Context: an optimization exercise on an open-source flow, tuned for small area. The choices shown serve that exercise and are no tape-out recipe. Only simulation tests tie the RTL to the original design; equivalence was not proved. Power and IR drop assume default switching activity.

===== design/flow/config.mk =====
export PLATFORM = sky130hd
export DESIGN_NAME = top
export DESIGN_NICKNAME = top
export VERILOG_FILES = /design/flow/design.v
export SDC_FILE = /design/flow/constraint.sdc
export NUM_CORES = 4
export LEC_CHECK = 0
export CAP_MARGIN = 20
export CORE_MARGIN = 2
export CORE_UTILIZATION = 40
export SLEW_MARGIN = 20
export SYNTH_HIERARCHICAL = 1
export SYNTH_MINIMUM_KEEP_SIZE = 0

===== design/flow/standard.sh =====
#!/bin/bash
# synth_recipe.tcl (not shown) runs the flow's synth.tcl, then flattens the netlist and writes it again
# the make line also repeats each setting of config.mk as NAME=value (left out here)
make -C /OpenROAD-flow-scripts/flow DESIGN_CONFIG=/design/flow/config.mk WORK_HOME=/design/flow/orfs CLKGATE_MAP_FILE= SYNTH_SCRIPT=/design/flow/synth_recipe.tcl "${@:-finish}"

===== design/flow/flow/abc_area.script =====
&get -n
&st
&dch
&nf -a
&st
&syn2
&if -g -K 6
&synch2
&nf -a
&st
&syn2
&if -g -K 6
&synch2
&nf -a
&st
&dch
&nf -a
&put
topo
stime -c

===== design/flow/constraint.sdc =====
create_clock -name core_clock -period 10.0 [get_ports {clk}]
set_input_delay 2.0000 -clock core_clock [delete_from_list [all_inputs] [get_ports {clk}]]
set_output_delay 2.0000 -clock core_clock [all_outputs]
set_load 0.01 [all_outputs]

===== design/flow/design.v =====
module top(
    input  logic        clk,
    input  logic        SW,
    input  logic        BOOT,
    input  logic [63:0] seed,
    output logic        _48b,
    output logic        _45a
);
    logic [63:0] grid;
    logic [8:0]  hist;
    logic [5:0]  d;         
    logic [3:0]  c;
    logic [4:0]  j;
    logic [6:0]  k;
    logic [1:0]  f;         
    logic        odd;       
    logic        pend;      
    logic        upd;       
    logic        cur;       
    logic rs, cw, ce;       
    assign rs = (d[5:3] != 3'd7);    
    assign cw = (d[2:0] != 3'd0);    
    assign ce = (d[2:0] != 3'd7);    
    logic p1, p0, q1, q0, m1, m0;
    assign {p1, p0} = hist[0] + hist[8] + (grid[56] & rs);
    assign {q1, q0} = hist[6] + grid[62] + (grid[54] & rs);
    assign {m1, m0} = hist[7] + (grid[55] & rs);
    logic e1, e0, g1, g0;
    assign {e1, e0} = (p0 & cw) + (q0 & ce) + m0;
    assign {g1, g0} = (p1 & cw) + (q1 & ce) + m1;
    logic next_cell;
    assign next_cell = !g1 & (g0 ^ e1) & (e0 | grid[63]);
    logic load;
    rst_inv u_inv(.rst_n(SW), .load(load));
    logic [63:0] gs;
    assign grid = gs ^ {32{2'b10}};
    always_ff @(posedge clk) begin
        gs[0] <= ((upd ? next_cell : grid[63]) & SW) | (seed[0] & load);
        for (int i = 1; i < 64; i++)
            if (i % 2 == 1)
                gs[i] <= !((load | gs[i-1]) & (SW | seed[i]));
            else
                gs[i] <= (!load & !gs[i-1]) | (load & seed[i]);
    end
    always_ff @(posedge clk)
        hist <= {hist[7:0], grid[63] & upd};
    logic c_last;           
    assign c_last = (c == 4'd12);
    logic kinc;             
    assign kinc = c_last & (j == 5'd23);
    logic k_end;            
    assign k_end = (k[5:0] == 6'd63);
    logic to_pixel;         
    assign to_pixel = (k[6] == k_end);
    logic frame_end;
    assign frame_end = kinc & !k[6] & k_end;
    logic d_hold;
    assign d_hold = kinc & to_pixel;
    logic d_top;            
    assign d_top = (d == 6'd63);
    always_ff @(posedge clk) begin
        if (!SW) begin
            d    <= 6'd0;
            c    <= 4'd12;
            j    <= 5'd23;
            k    <= 7'd127;
            f    <= 2'd0;
            odd  <= 1'b0;
            pend <= 1'b0;
            upd  <= 1'b0;
        end else begin
            d <= d + {5'd0, !d_hold};
            c <= d_hold ? 4'd14 : {c[2:0], c[3] ^ c[2]};
            if (c_last)
                j <= kinc ? {5{to_pixel}} : j + 5'd1;
            if (kinc)
                k <= (k == 7'd63) ? 7'd118 : k + 7'd1;
            if (frame_end) begin
                odd <= !odd;
                if (odd)
                    f <= (f == 2'd2) ? 2'd0 : f + 2'd1;
            end
            pend <= (frame_end & odd) ? 1'b1 : ((d_top & k[6]) ? 1'b0 : pend);
            if (d_top & k[6])
                upd <= pend;
        end
    end
    always_ff @(posedge clk) begin
        if (!SW)
            cur <= seed[63];
        else if (d_top)
            cur <= (k[6] | ((f == 2'd0) & (j[4] ^ j[3]))) ? grid[62] : grid[63];
    end
    logic c_lo, c_mid;
    always_comb begin
        case (c)
            4'd8, 4'd1, 4'd2, 4'd4, 4'd9:           begin c_lo = 1'b1; c_mid = 1'b1; end
            4'd3, 4'd6, 4'd13, 4'd10, 4'd5:         begin c_lo = 1'b0; c_mid = 1'b1; end
            default:                                begin c_lo = 1'b0; c_mid = 1'b0; end
        endcase
    end
    logic out;
    assign out = !k[6] & (c_lo | (c_mid & cur & (j[4:3] == f)));
    assign _48b = out;
    assign _45a = !out;
endmodule
module rst_inv(
    input  logic rst_n,
    output logic load
);
    assign load = !rst_n;
endmodule

===== design/flow/flow/run.sh =====
#!/bin/bash
# The standard layout, with changes that only affect cell choice:
#  - synthesis maps with an area-oriented ABC script (abc_area.script here)
#    instead of ORFS's speed script, and leaves adders to ABC instead of
#    mapping them to full/half-adder cells first; everything else in
#    synthesis is the standard one (synth_recipe.tcl through standard.sh), so
#    registers keep their names and cell types;
#  - the port buffers are the smallest buffer instead of the resizer's pick;
#  - clock tree synthesis adds no dummy loads (the standard arguments plus
#    -dont_use_dummy_load).
# Each step's full output goes to a log file in this folder.
set -euo pipefail
here="$(pwd)"
cp -r "$FLOW_HOME/scripts" "$here/scripts_area"
cp "$here/flow/abc_area.script" "$here/scripts_area/abc_speed.script"
python3 - "$here/scripts_area/synth.tcl" <<'PY'
import sys
p = sys.argv[1]
s = open(p).read()
key = "# Technology mapping of adders\nif {"
assert s.count(key) == 1
open(p, "w").write(s.replace(key, "# Technology mapping of adders (skipped)\nif { 0 &&"))
PY
export BUFFER_PORTS_ARGS="-buffer_cell sky130_fd_sc_hd__buf_1"
export CTS_ARGS="-sink_clustering_enable -repair_clock_nets -dont_use_dummy_load"
SCRIPTS_DIR="$here/scripts_area" bash standard.sh synth > "$here/synth.log" 2>&1
bash standard.sh > "$here/layout.log" 2>&1

==> run_results.csv, run 1 <==
group,metric,value,unit
clock_tree,cts-hold-fix-buffers,0,
finish,drive_above_1_share,3.09,%
clock_tree,tritoncts,"done",
finish,antenna_cells,0,
floorplan,core_area,8130,µm²
timing,tns,0,ns
clock_tree,cts_sinks,101,
global_route,antenna_found_initial,0,
timing,setup_viol,0,
finish,multi_input_area,1270,µm²
detailed_routing,dr.pass1.iters,4,
setup_path,worstSetupPathType,"reg -> out",
timing,max_slew.worst_pin.slew,0.924,ns
setup_path,r2r_slack,6.62,ns
global_route,grt_max_degree,72,
setup_path,arrival,1.59,ns
timing,skew,0.0419,ns
detailed_routing,drc,0,
power_and_ir_drop,switching_share,30.3,%
synthesis,synth.yosys.seq_area_share,61.0,%
timing,rsz0062_at_grt,"no",
placement,dp_hpwl,4.39,mm
min_path,hp-class,"reg -> reg",
power_and_ir_drop,p_per_area,236,nW/µm²
global_route,grt_pass1_wl,11.0,mm
timing,max-slew-margin-rel,38.3,%
min_path,min_path_cells,0,
clock_tree,ctsResizeCount,0,
setup_path,critical_path.cell_chain,"o21ai_0 -> a221oi_1 -> a22o_1 -> nand4b_1 -> clkinv_1 -> buf_1",
placement,port_buffers,67,
setup_path,rr_worst_depth,7,
setup_path,crit_path_max_fanout,7,
synthesis,ys.flop_type,"dfxtp_1",
timing,max_freq,0.278,GHz
timing,period_minus_slack,3.59,ns
setup_path,cpPeakStageDelay,0.45,ns
power_and_ir_drop,power_frac_seq,56.3,%
setup_path,required,8.00,ns
synthesis,netlist_area,3330,µm²
floorplan,start_util,41.0,%
global_route,grt-ovfl-total,0,
floorplan,ios,69,
clock_tree,cts_setup_buffers,0,
synthesis,yosysUniqueCellTypes,36,
detailed_routing,wl,6.50,mm
finish,fillers,789,
timing,hold_violations,0,
setup_path,slowest_stage,"dfxtp_1",
power_and_ir_drop,power_leakage,1.46,nW
clock_tree,clock_latency,0.37,ns
power_and_ir_drop,p_int,633,µW
detailed_routing,vias,2638,
placement,place_congestion,0.865,
detailed_routing,wl_per_cell,12.4,µm
synthesis,synth_edf_count,1,
global_route,grt_use_total,15.7,%
run,maxCapViolations,0,
power_and_ir_drop,vdd_drop_max,105,µV
synthesis,yosys_warnings,7,
global_route,grt_pass1_vias,2395,
finish,nets,490,
finish,layout.area.seq,2030,µm²
min_path,min-delay-start,"hist[1]$_DFF_P_",
setup_path,reg2reg_from,"c[2]$_SDFF_PP1_",
min_path,min_to,"hist[2]$_DFF_P_",
setup_path,start_kind,"flip-flop",
timing,period_share,35.9,%
synthesis,syn_avg_cell_area,9.71,µm²
detailed_routing,drt-initial-drc-count,131,
clock_tree,cts_buffers,9,
setup_path,crit_path_end_kind,"output pin",
synthesis,synthCells,343,
timing,maxSlewViolCount,0,
finish,fin_area,3850,µm²
finish,syn_to_final_growth,15.7,%
floorplan,fp.dieW,95.3,µm
clock_tree,cts_buffer_depth,2,
placement,dpl_cell_area,3730,µm²
power_and_ir_drop,power_frac_comb,21.8,%
setup_path,r2r_end,"d[5]$_SDFF_PN0_",
detailed_routing,avgViaCountPerCell,5.02,
synthesis,synth-seq-cells,101,
power_and_ir_drop,power.switching,276,µW
floorplan,die_height,95.3,µm
synthesis,synthArstFlopShare,0,%
floorplan,die_area,9080,µm²
detailed_routing,ant_nets,0,
clock_tree,htree_levels,3,
clock_tree,cts.clk_slew.worst_paths,0.08,ns
status,outcome,"complete, no violations",
clock_tree,clockRootBuffer,"clkbuf_8",
floorplan,num_rows,33,
power_and_ir_drop,p_clk_share,22.0,%
synthesis,syn_nets,410,
flip-flops by register name, indices dropped and copies added (netlist names), 2 cells and up:
register	count
hist	9
j	5
k	7
c	4
gs	64
d	6
f	2
cell usage after synthesis (2+ instances only):
cell	n	area, µm²
nand2b_1	3	18.8
nand3_1	7	35.0
nor3_1	4	20.0
and3_1	5	31.3
a31oi_1	2	12.5
o31ai_1	2	15.0
nor2_1	17	63.8
xnor2_1	7	61.3
a21oi_1	18	90.1
nand2_1	54	203
dfxtp_1	100	2000
a22oi_1	3	22.5
nand4_1	3	18.8
clkinv_1	8	30.0
nor3b_1	3	22.5
and2_0	2	12.5
xor2_1	8	70.1
o22ai_1	32	200
o21ai_0	48	240
power groups by stage:
stage / combinational, mW / clock, mW / sequential, mW
global route: 0.232 / 0.222 / 0.521
detailed placement: 0.200 / 0 / 0.520
global placement: 0.196 / 0 / 0.518
floorplan: 0.159 / 0 / 0.506
CTS: 0.200 / 0.208 / 0.511
finish: 0.198 / 0.200 / 0.511
logic make-up after synthesis:
group / synth area share, %
buffers and inverters: 0.901
AND/OR/NAND/NOR: 13.7
AO/OA/AOI/OAI: 20.2
XOR/XNOR: 3.94
flip-flops: 61.0
adder cells (fa/ha/maj): 0.300
final cells by class:
type / count / area share, %
well taps: 105 / 3.41
multi-input cells: 234 / 32.9
clock buffers: 9 / 3.21
flip-flops and latches: 101 / 52.7
inverters: 8 / 0.779
repair buffers: 69 / 6.95
cells in the final DEF (no fill, tap or decap), drive strengths merged, types with 2 or more instances in the layout:
cell type  instances
xor2               8
and2               2
nand3              7
nand2b             3
o22ai             32
dfxtp            100
clkbuf            10
o21ai             48
o31ai              2
nand2             54
nor2              17
clkinv             7
buf               68
and3               5
nor3               4
xnor2              7
a31oi              2
a21oi             18
a22oi              3
nor3b              3
nand4              3
per-module statistics from Yosys (local to each module, per instance):
module,flops+latches,cells inside,area (µm²)
rst_inv,0,1,3.75
top,101,342,3330
worst max-delay path by stage:
stage,cells after the start,end,startpoint,slack (ns)
global route,7,d[5]$_SDFF_PN0_,c[2]$_SDFF_PP1_,6.09
finish,6,_48b,j[4]$_SDFFE_PN1N_,6.41
detailed placement,5,j[1]$_SDFFE_PN1N_,SW,6.27
CTS,6,_48b,j[4]$_SDFFE_PN1N_,6.36
floorplan,2,gs[1]$_DFF_P_,SW,6.21
global placement,5,j[1]$_SDFFE_PN1N_,SW,6.29
routing by layer:
layer	vias to the layer above	part of all wire, %	global-route usage [%]
met5	-	0	0
met4	0	1.3	6.16
met3	8	7.4	6.72
met2	64	42	22.5
met1	1179	49	20.9
li1	1387	-	-
critical path: cells and delay by family, from the launching register on:
kind,cells,cell delay [ns]
AOI/OAI and AO/OA,3,0.48
buffers and inverters,2,0.20
DFF,1,0.45
and+or+nand+nor,1,0.12
stage by stage:
stage / total power [mW] / worst slack (ns) / hold slack [ns] / cells / util [%]
after floorplan: 0.665 / 6.21 / 0.310 / 343 / -
after global placement: 0.713 / 6.29 / 0.314 / 517 / 45.9
after detailed placement: 0.719 / 6.27 / 0.315 / 517 / 45.9
after CTS: 0.919 / 6.36 / 0.334 / 526 / 47.4
after global routing: 0.975 / 6.09 / 0.338 / 526 / 47.4
final: 0.909 / 6.41 / 0.332 / 526 / 47.4
==> run 2: changes to the inputs <==
==> design/flow/flow/abc_area.script (replaced) <==
&get -n
&st
&dch
&nf -a -R 1000
&st
&syn2
&if -g -K 6
&synch2
&nf -a -R 1000
&st
&syn2
&if -g -K 6
&synch2
&nf -a -R 1000
&st
&dch
&nf -a -R 1000
&put
topo
stime -c
==> run 2 against run 1 <==
Worst setup slack better by 0.039 ns. Critical path type unchanged. Wire length down 2.9%. Largest cell class unchanged. Synthesized area down 0.23%. Flip-flop and latch count unchanged. Critical path depth up 1. Hold slack worse by 0.0027 ns. Global-route usage down 1.1 points. Combinational power down 8%. Die area down 0.22%. Cell area down 0.19%. Still clean.
==> run_results.csv, run 2 <==
group,metric,value,unit
status,outcome,"complete, no violations",
synthesis,yosys.area.top_type_share,60.2,%
setup_path,start_kind,"flip-flop",
placement,dp_cells,515,
synthesis,yosysMostFrequentCell,"dfxtp_1",
floorplan,num_rows,33,
timing,maxSlewViolCount,0,
detailed_routing,avgViaCountPerCell,4.97,
synthesis,yosys.area.top_type,"dfxtp_1",
synthesis,syn_avg_cell_area,9.75,µm²
power_and_ir_drop,vdd_drop_max,98.3,µV
global_route,antenna_found_initial,0,
floorplan,die_area,9060,µm²
global_route,grt_use_total,14.6,%
detailed_routing,vias,2603,
power_and_ir_drop,power_leakage,1.45,nW
clock_tree,ctsResizeCount,0,
run,maxCapViolations,0,
detailed_routing,wl,6.31,mm
setup_path,crit_path_end_kind,"output pin",
synthesis,netlist_area,3320,µm²
timing,max_freq,0.281,GHz
placement,dp_hpwl,4.11,mm
timing,setup_ws,6.44,ns
detailed_routing,wl_per_cell,12.0,µm
synthesis,synth_area_leaders,"dfxtp_1 (60%), o21ai_0 (7.4%), nand2_1 (6.2%), o22ai_1 (6.0%), a21oi_1 (3.0%)",
global_route,grt_pass1_wl,10.4,mm
setup_path,required,8.00,ns
finish,layout_commonest_cell,"dfxtp_1",
synthesis,syn_nets,408,
synthesis,yosys_warnings,7,
detailed_routing,drc,0,
clock_tree,cts_setup_buffers,0,
synthesis,synth.yosys.seq_area_share,61.1,%
power_and_ir_drop,total_power,879,µW
placement,place_congestion,0.848,
timing,max_slew.worst_pin.slew,0.798,ns
finish,final_cells,524,
synthesis,yosysUniqueCellTypes,30,
min_path,hp-class,"reg -> reg",
finish,antenna_cells,0,
timing,skew,0.0324,ns
timing,rsz0062_at_grt,"no",
timing,period_share,35.6,%
synthesis,synthTopCellsByCount,"dfxtp_1 (100), nand2_1 (55), o21ai_0 (49), o22ai_1 (32), a21oi_1 (20)",
global_route,grt-ovfl-total,0,
power_and_ir_drop,p_per_area,228,nW/µm²
timing,period_minus_slack,3.56,ns
detailed_routing,drt-initial-drc-count,93,
detailed_routing,dr.pass1.iters,4,
synthesis,synthArstFlopShare,0,%
detailed_routing,ant_nets,0,
placement,port_buffers,67,
timing,tns,0,ns
finish,final_cell_mix,"dfxtp_1 (100), buf_1 (66), nand2_1 (55)",
synthesis,synth_edf_count,1,
clock_tree,cts_buffers,9,
synthesis,ys.flop_type,"dfxtp_1",
clock_tree,clock_latency,0.36,ns
floorplan,fp.dieW,95.2,µm
synthesis,synthCells,341,
finish,drive_above_1_share,3.10,%
floorplan,die_height,95.2,µm
timing,setup_viol,0,
placement,post-place-ws,6.40,ns
clock_tree,cts.clk_slew.worst_paths,0.07,ns
clock_tree,cts_sinks,101,
timing,max-slew-margin-rel,46.7,%
clock_tree,cts_buffer_depth,2,
synthesis,synth-seq-cells,101,
finish,largestRegisters,"gs (64), hist (9), k (7)",
setup_path,crit_path_max_fanout,6,
clock_tree,htree_levels,3,
finish,syn_to_final_growth,15.7,%
global_route,grt_max_degree,94,
timing,hold_violations,0,
setup_path,arrival,1.56,ns
clock_tree,tritoncts,"done",
floorplan,ios,69,
clock_tree,clockRootBuffer,"clkbuf_8",
floorplan,start_util,40.9,%
setup_path,worstSetupPathType,"reg -> out",
global_route,grt_pass1_vias,2378,
finish,nets,488,
clock_tree,cts-hold-fix-buffers,0,
finish,max_flop_register,"gs",
finish,largest_reg_flops,64,
floorplan,core_area,8130,µm²
run 2: per-layer routing:
layer / track usage, % / routed length, µm / vias to the layer above
li1: - / - / 1371
met1: 19.3 / 3170 / 1173
met2: 21.9 / 2660 / 51
met3: 4.66 / 389 / 8
met4: 6.28 / 88 / 0
met5: 0 / 0 / -
run 2: report_power, final:
part	total (mW)	switching (mW)	internal (mW)	leakage, nW
registers	0.499	0.0405	0.458	0.843
clock network	0.199	0.118	0.0810	0.0647
logic	0.182	0.100	0.0817	0.538
run 2: worst paths after layout:
| path | from | to | slack (ns) | depth (start not counted) |
|---|---|---|---|---|
| max | j[4]$_SDFFE_PN1N_ | _48b | 6.44 | 7 |
| min | hist[3]$_DFF_P_ | hist[4]$_DFF_P_ | 0.33 | 0 |
| max reg2reg | c[2]$_SDFF_PP1_ | f[0]$_SDFFE_PN0P_ | 6.76 | 9 |
| min reg2reg | hist[3]$_DFF_P_ | hist[4]$_DFF_P_ | 0.33 | 0 |
run 2: worst max-delay path, cell delays in order (launching register included):
cell and delay (ns):
dfxtp_1 0.43, clkinv_1 0.12, a21oi_1 0.15, o211ai_1 0.10
o211ai_1 0.09, nand4b_1 0.13, clkinv_1 0.06, buf_1 0.14
run 2: logic make-up (layout without fill, tap and decap cells):
| kind of cell | after synthesis | count (layout) | synth area share [%] |
|---|---|---|---|
| flip-flops | 101 | 101 | 61.1 |
| AND/OR/NAND/NOR | 101 | 101 | 13.7 |
| XOR/XNOR | 18 | 18 | 4.74 |
| AO/OA/AOI/OAI | 116 | 116 | 19.8 |
| buffers and inverters | 5 | 83 | 0.565 |
run 2: area by class of cell:
type,instances,area [µm²]
Clock buffer,9,124
Fill cell,798,4290
Inverter,5,18.8
Multi-Input combinational cell,235,1270
Sequential cell,101,2030
Tap cell,105,131
Timing Repair Buffer,69,268
run 2: through the flow:
stage | hold WS (ns) | util [%] | area, µm²
global route | 0.335 | 47.3 | 3850
CTS | 0.333 | 47.3 | 3850
finish | 0.330 | 47.3 | 3850
detailed placement | 0.315 | 45.8 | 3720
floorplan | 0.310 | - | 3320
global placement | 0.311 | 45.8 | 3720
run 2: per-module statistics from Yosys (local to each module, per instance):
module	cell area, µm²	times used	flops+latches	cells
rst_inv	3.75	1	0	1
top	3320	1	101	340
==> run 3: changes to the inputs <==
==> design/flow/flow/run.sh (replaced) <==
#!/bin/bash
# The standard layout, with changes that only affect cell choice:
#  - synthesis maps with area-oriented ABC scripts (flow/abc_*.script)
#    instead of ORFS's speed script, and leaves adders to ABC instead of
#    mapping them to full/half-adder cells first.  Synthesis runs once per
#    script and the run with the smallest cell area is kept; everything else
#    in synthesis is the standard one (synth_recipe.tcl through standard.sh),
#    so registers keep their names and cell types;
#  - the port buffers are the smallest buffer instead of the resizer's pick;
#  - clock tree synthesis adds no dummy loads (the standard arguments plus
#    -dont_use_dummy_load).
# Each step's full output goes to a log file in this folder.
set -euo pipefail
here="$(pwd)"
export BUFFER_PORTS_ARGS="-buffer_cell sky130_fd_sc_hd__buf_1"
export CTS_ARGS="-sink_clustering_enable -repair_clock_nets -dont_use_dummy_load"
cp -r "$FLOW_HOME/scripts" "$here/scripts_area"
python3 - "$here/scripts_area/synth.tcl" <<'PY'
import sys
p = sys.argv[1]
s = open(p).read()
key = "# Technology mapping of adders\nif {"
assert s.count(key) == 1
open(p, "w").write(s.replace(key, "# Technology mapping of adders (skipped)\nif { 0 &&"))
PY
stat_file="orfs/reports/$FLOW_PLATFORM/top/base/synth_stat.txt"
best=""
best_area=""
for sc in "$here"/flow/abc_*.script; do
  name="$(basename "$sc" .script)"
  cp "$sc" "$here/scripts_area/abc_speed.script"
  rm -rf "$here/orfs"
  if SCRIPTS_DIR="$here/scripts_area" bash standard.sh synth > "$here/synth_$name.log" 2>&1; then
    area="$(grep "Chip area for top module" "$here/$stat_file" | awk '{print $NF}')"
    echo "$name $area" >> "$here/synth_areas.txt"
    if [[ -z "$best" ]] || python3 -c "import sys; sys.exit(0 if float('$area') < float('$best_area') else 1)"; then
      rm -rf "$here/orfs_best"
      mv "$here/orfs" "$here/orfs_best"
      best="$name"
      best_area="$area"
    fi
  else
    echo "$name failed" >> "$here/synth_areas.txt"
  fi
done
[[ -n "$best" ]]
rm -rf "$here/orfs"
mv "$here/orfs_best" "$here/orfs"
echo "kept $best $best_area" >> "$here/synth_areas.txt"
bash standard.sh > "$here/layout.log" 2>&1
==> design/flow/flow/abc_1.script (new file) <==
&get -n
&st
&dch
&nf -a
&st
&syn2
&if -g -K 6
&synch2
&nf -a
&st
&syn2
&if -g -K 6
&synch2
&nf -a
&st
&dch
&nf -a
&put
topo
stime -c
==> design/flow/flow/abc_2.script (new file) <==
&get -n
&st
&dch
&nf -a -R 1000
&st
&syn2
&if -g -K 6
&synch2
&nf -a -R 1000
&st
&syn2
&if -g -K 6
&synch2
&nf -a -R 1000
&st
&dch
&nf -a -R 1000
&put
topo
stime -c
==> design/flow/flow/abc_3.script (new file) <==
strash
dch
map -a
strash
dch
map -a
strash
&get -n
&dch
&nf -a
&put
topo
stime -c
==> design/flow/flow/abc_4.script (new file) <==
&get -n
&st
&dch -f
&nf -a
&st
&syn2
&if -g -K 6
&synch2
&nf -a
&st
&syn2
&if -g -K 6
&synch2
&nf -a
&st
&dch -f
&nf -a
&put
topo
stime -c
==> design/flow/flow/abc_5.script (new file) <==
&get -n
&st
&dch
&nf -a
&st
&dch
&nf -a
&st
&dch
&nf -a
&put
topo
stime -c
==> design/flow/flow/abc_6.script (new file) <==
&get -n
&st
&dch
&nf -a
&st
&syn2
&if -g -K 6
&synch2
&nf -a
&st
&syn2
&if -g -K 6
&synch2
&nf -a
&st
&dch
&nf -a
&st
&syn2
&if -g -K 6
&synch2
&nf -a
&st
&dch
&nf -a
&put
topo
stime -c
removed: design/flow/flow/abc_area.script
==> run 3 against run 2 <==
Utilization down 0.092 points. Non-clock buffer count grew 1. Critical path depth unchanged. Clock power is 3% lower. Critical endpoint unchanged. First-iteration DRC count up 20%. Wire length is 2.1% lower. Cell count unchanged.
==> run_results.csv, run 3 <==
group,metric,value,unit
setup_path,required,8.00,ns
clock_tree,cts_buffer_depth,2,
placement,place_congestion,0.739,
finish,largestRegisters,"gs (64), hist (9), k (7)",
synthesis,yosysUniqueCellTypes,34,
synthesis,synth.yosys.seq_area_share,61.4,%
detailed_routing,drc,0,
power_and_ir_drop,total_power,876,µW
synthesis,netlist_area,3310,µm²
global_route,grt_use_total,14.9,%
finish,final_cells,524,
floorplan,die_height,95.0,µm
timing,max_freq,0.290,GHz
global_route,grt-ovfl-total,0,
detailed_routing,dr.pass1.iters,4,
clock_tree,cts-hold-fix-buffers,0,
global_route,antenna_found_initial,0,
timing,setup_ws,6.55,ns
detailed_routing,wl_per_cell,11.8,µm
power_and_ir_drop,p_clk_share,22.1,%
setup_path,arrival,1.45,ns
timing,maxSlewViolCount,0,
timing,max-slew-margin-rel,42.0,%
synthesis,yosys.area.top_type,"dfxtp_1",
floorplan,num_rows,33,
finish,max_flop_register,"gs",
clock_tree,cts_setup_buffers,0,
min_path,hp-class,"reg -> reg",
global_route,grt_max_degree,77,
finish,fillers,789,
floorplan,fp.dieW,95.0,µm
clock_tree,clock_latency,0.35,ns
synthesis,synth_edf_count,1,
clock_tree,tritoncts,"done",
timing,tns,0,ns
detailed_routing,wl,6.18,mm
synthesis,syn_avg_cell_area,9.73,µm²
finish,syn_to_final_growth,16.0,%
finish,layout_commonest_cell,"dfxtp_1",
global_route,grt_pass1_wl,10.6,mm
clock_tree,clockRootBuffer,"clkbuf_8",
synthesis,synthArstFlopShare,0,%
timing,rsz0062_at_grt,"no",
run,maxCapViolations,0,
power_and_ir_drop,switching_share,29.1,%
setup_path,rr_worst_depth,9,
timing,max_slew.worst_pin.slew,0.859,ns
synthesis,synth_area_leaders,"dfxtp_1 (60%), o21ai_0 (7.3%), nand2_1 (6.1%), o22ai_1 (6.0%), nor2_1 (2.0%)",
finish,final_util,47.2,%
synthesis,synthCells,340,
placement,dp_hpwl,4.25,mm
status,outcome,"complete, no violations",
power_and_ir_drop,power_leakage,1.46,nW
synthesis,syn_nets,407,
clock_tree,cts.clk_slew.worst_paths,0.08,ns
detailed_routing,drt-initial-drc-count,112,
synthesis,synth-seq-cells,101,
power_and_ir_drop,power.switching,255,µW
synthesis,synthTopCellsByCount,"dfxtp_1 (100), nand2_1 (54), o21ai_0 (48), o22ai_1 (32), nor2_1 (18)",
finish,drive_above_1_share,3.34,%
clock_tree,htree_levels,3,
placement,port_buffers,67,
timing,period_minus_slack,3.45,ns
power_and_ir_drop,power_frac_seq,56.6,%
setup_path,crit_path_max_fanout,5,
synthesis,yosysMostFrequentCell,"dfxtp_1",
finish,antenna_cells,0,
placement,post-place-ws,6.31,ns
setup_path,crit_path_end_kind,"output pin",
timing,hold_violations,0,
power_and_ir_drop,p_per_area,228,nW/µm²
synthesis,yosys.area.top_type_share,60.5,%
setup_path,start_kind,"flip-flop",
clock_tree,cts_sinks,101,
floorplan,die_area,9020,µm²
timing,period_share,34.5,%
floorplan,start_util,40.7,%
power_and_ir_drop,power_frac_comb,21.3,%
detailed_routing,vias,2603,
setup_path,worstSetupPathType,"reg -> out",
timing,setup_viol,0,
detailed_routing,ant_nets,0,
power_and_ir_drop,vdd_drop_max,91.1,µV
global_route,grt_pass1_vias,2408,
detailed_routing,avgViaCountPerCell,4.97,
synthesis,ys.flop_type,"dfxtp_1",
placement,dp_cells,515,
finish,nets,488,
clock_tree,cts_buffers,9,
synthesis,yosys_warnings,7,
timing,skew,0.0321,ns
clock_tree,ctsResizeCount,0,
finish,final_cell_mix,"dfxtp_1 (100), buf_1 (66), nand2_1 (54)",
power_and_ir_drop,p_int,621,µW
finish,largest_reg_flops,64,
floorplan,ios,69,
min_path,min_path_cells,0,
floorplan,core_area,8130,µm²
-- run 3: cell families after synthesis --
group                      Yosys count  synth area share, %
AOI/OAI and AO/OA                  112                 20.0
xor gates and xnor gates             7                 1.85
adders and majority gates            1                0.302
buffers and inverters                8                0.907
DFF                                101                 61.4
and+or+nand+nor                    111                 15.5
-- run 3: final timing paths --
kind,startpoint,end,slack [ns]
worst max-delay path,j[3]$_SDFFE_PN0N_,_48b,6.55
worst min-delay path,hist[5]$_DFF_P_,hist[6]$_DFF_P_,0.33
worst min register to register,hist[5]$_DFF_P_,hist[6]$_DFF_P_,0.33
worst max register to register,c[2]$_SDFF_PP1_,d[5]$_SDFF_PN0_,6.62
-- run 3: per-module statistics from Yosys, one instance, submodules excluded --
module / cells inside / times used / flops+latches / cell area [µm²]
top: 339 / 1 / 101 / 3310
rst_inv: 1 / 1 / 0 / 3.75
-- run 3: area by class of cell --
| class | count | area (µm²) | share of cell area (%) |
|---|---|---|---|
| clock buffer | 9 | 124 | 3.23 |
| tap | 105 | 131 | 3.42 |
| sequential | 101 | 2030 | 52.9 |
| timing repair buffer | 70 | 275 | 7.17 |
| inverter | 8 | 30.0 | 0.782 |
| multi-input combinational | 231 | 1250 | 32.5 |
-- run 3: worst max-delay path, stage by stage (launching register included) --
cell	delay, ns
dfxtp_1	0.35
xor2_1	0.15
a21oi_1	0.12
o211ai_1	0.11
o211ai_1	0.10
nand2_1	0.10
clkinv_1	0.05
buf_1	0.13
-- run 3: power by group through the flow --
| stage | clock network (mW) | registers (mW) | logic [mW] |
|---|---|---|---|
| floorplan | 0 | 0.495 | 0.140 |
| global placement | 0 | 0.504 | 0.182 |
| detailed placement | 0 | 0.505 | 0.187 |
| CTS | 0.205 | 0.497 | 0.188 |
| global route | 0.222 | 0.505 | 0.215 |
| finish | 0.194 | 0.496 | 0.186 |
-- run 3: metal layers --
| metal | wire length, µm | global-route usage (%) |
|---|---|---|
| met4 | 46 | 6.52 |
| met3 | 456 | 5.75 |
| met1 | 3020 | 19.5 |
| met2 | 2650 | 21.7 |
| met5 | 0 | 0 |
-- run 3: metrics by stage --
| stage | cell area (µm²) | hold WS [ns] |
|---|---|---|
| finish | 3840 | 0.329 |
| floorplan | 3310 | 0.310 |
| global route | 3840 | 0.339 |
| global placement | 3720 | 0.313 |
| detailed placement | 3720 | 0.317 |
| CTS | 3840 | 0.332 |

port drivers added, routing unchanged:
In the flow no input, the clock included, has a driving cell. The finished layouts below were timed again as built, in two steps. Step 1: set_driving_cell puts a clkbuf_16 on clk and a buf_2 on each other input, an assumption about the parent block. Step 2 adds t to the input delays and takes it off the output delays; t is the mean of the earliest and latest rising clock arrival at the registers after step 1. Input paths then give back, and output paths get back, about the clock's delay inside the block. Slacks: ideal ports / drivers / drivers and shift; pairs: ideal ports / drivers.
run | t, ns | setup slack, ns | worst data-port slew with drivers (ns)
run 1 | 0.382 | 6.406 / 6.376 / 6.306 | 0.05
run 2 | 0.373 | 6.445 / 6.415 / 6.430 | 0.04
run 3 | 0.362 | 6.551 / 6.521 / 6.309 | 0.05
After both steps setup and hold are still met in every run listed. For run 3, which loses most, drivers alone change the setup slack by -0.030 ns; drivers and shift together by -0.242 ns.
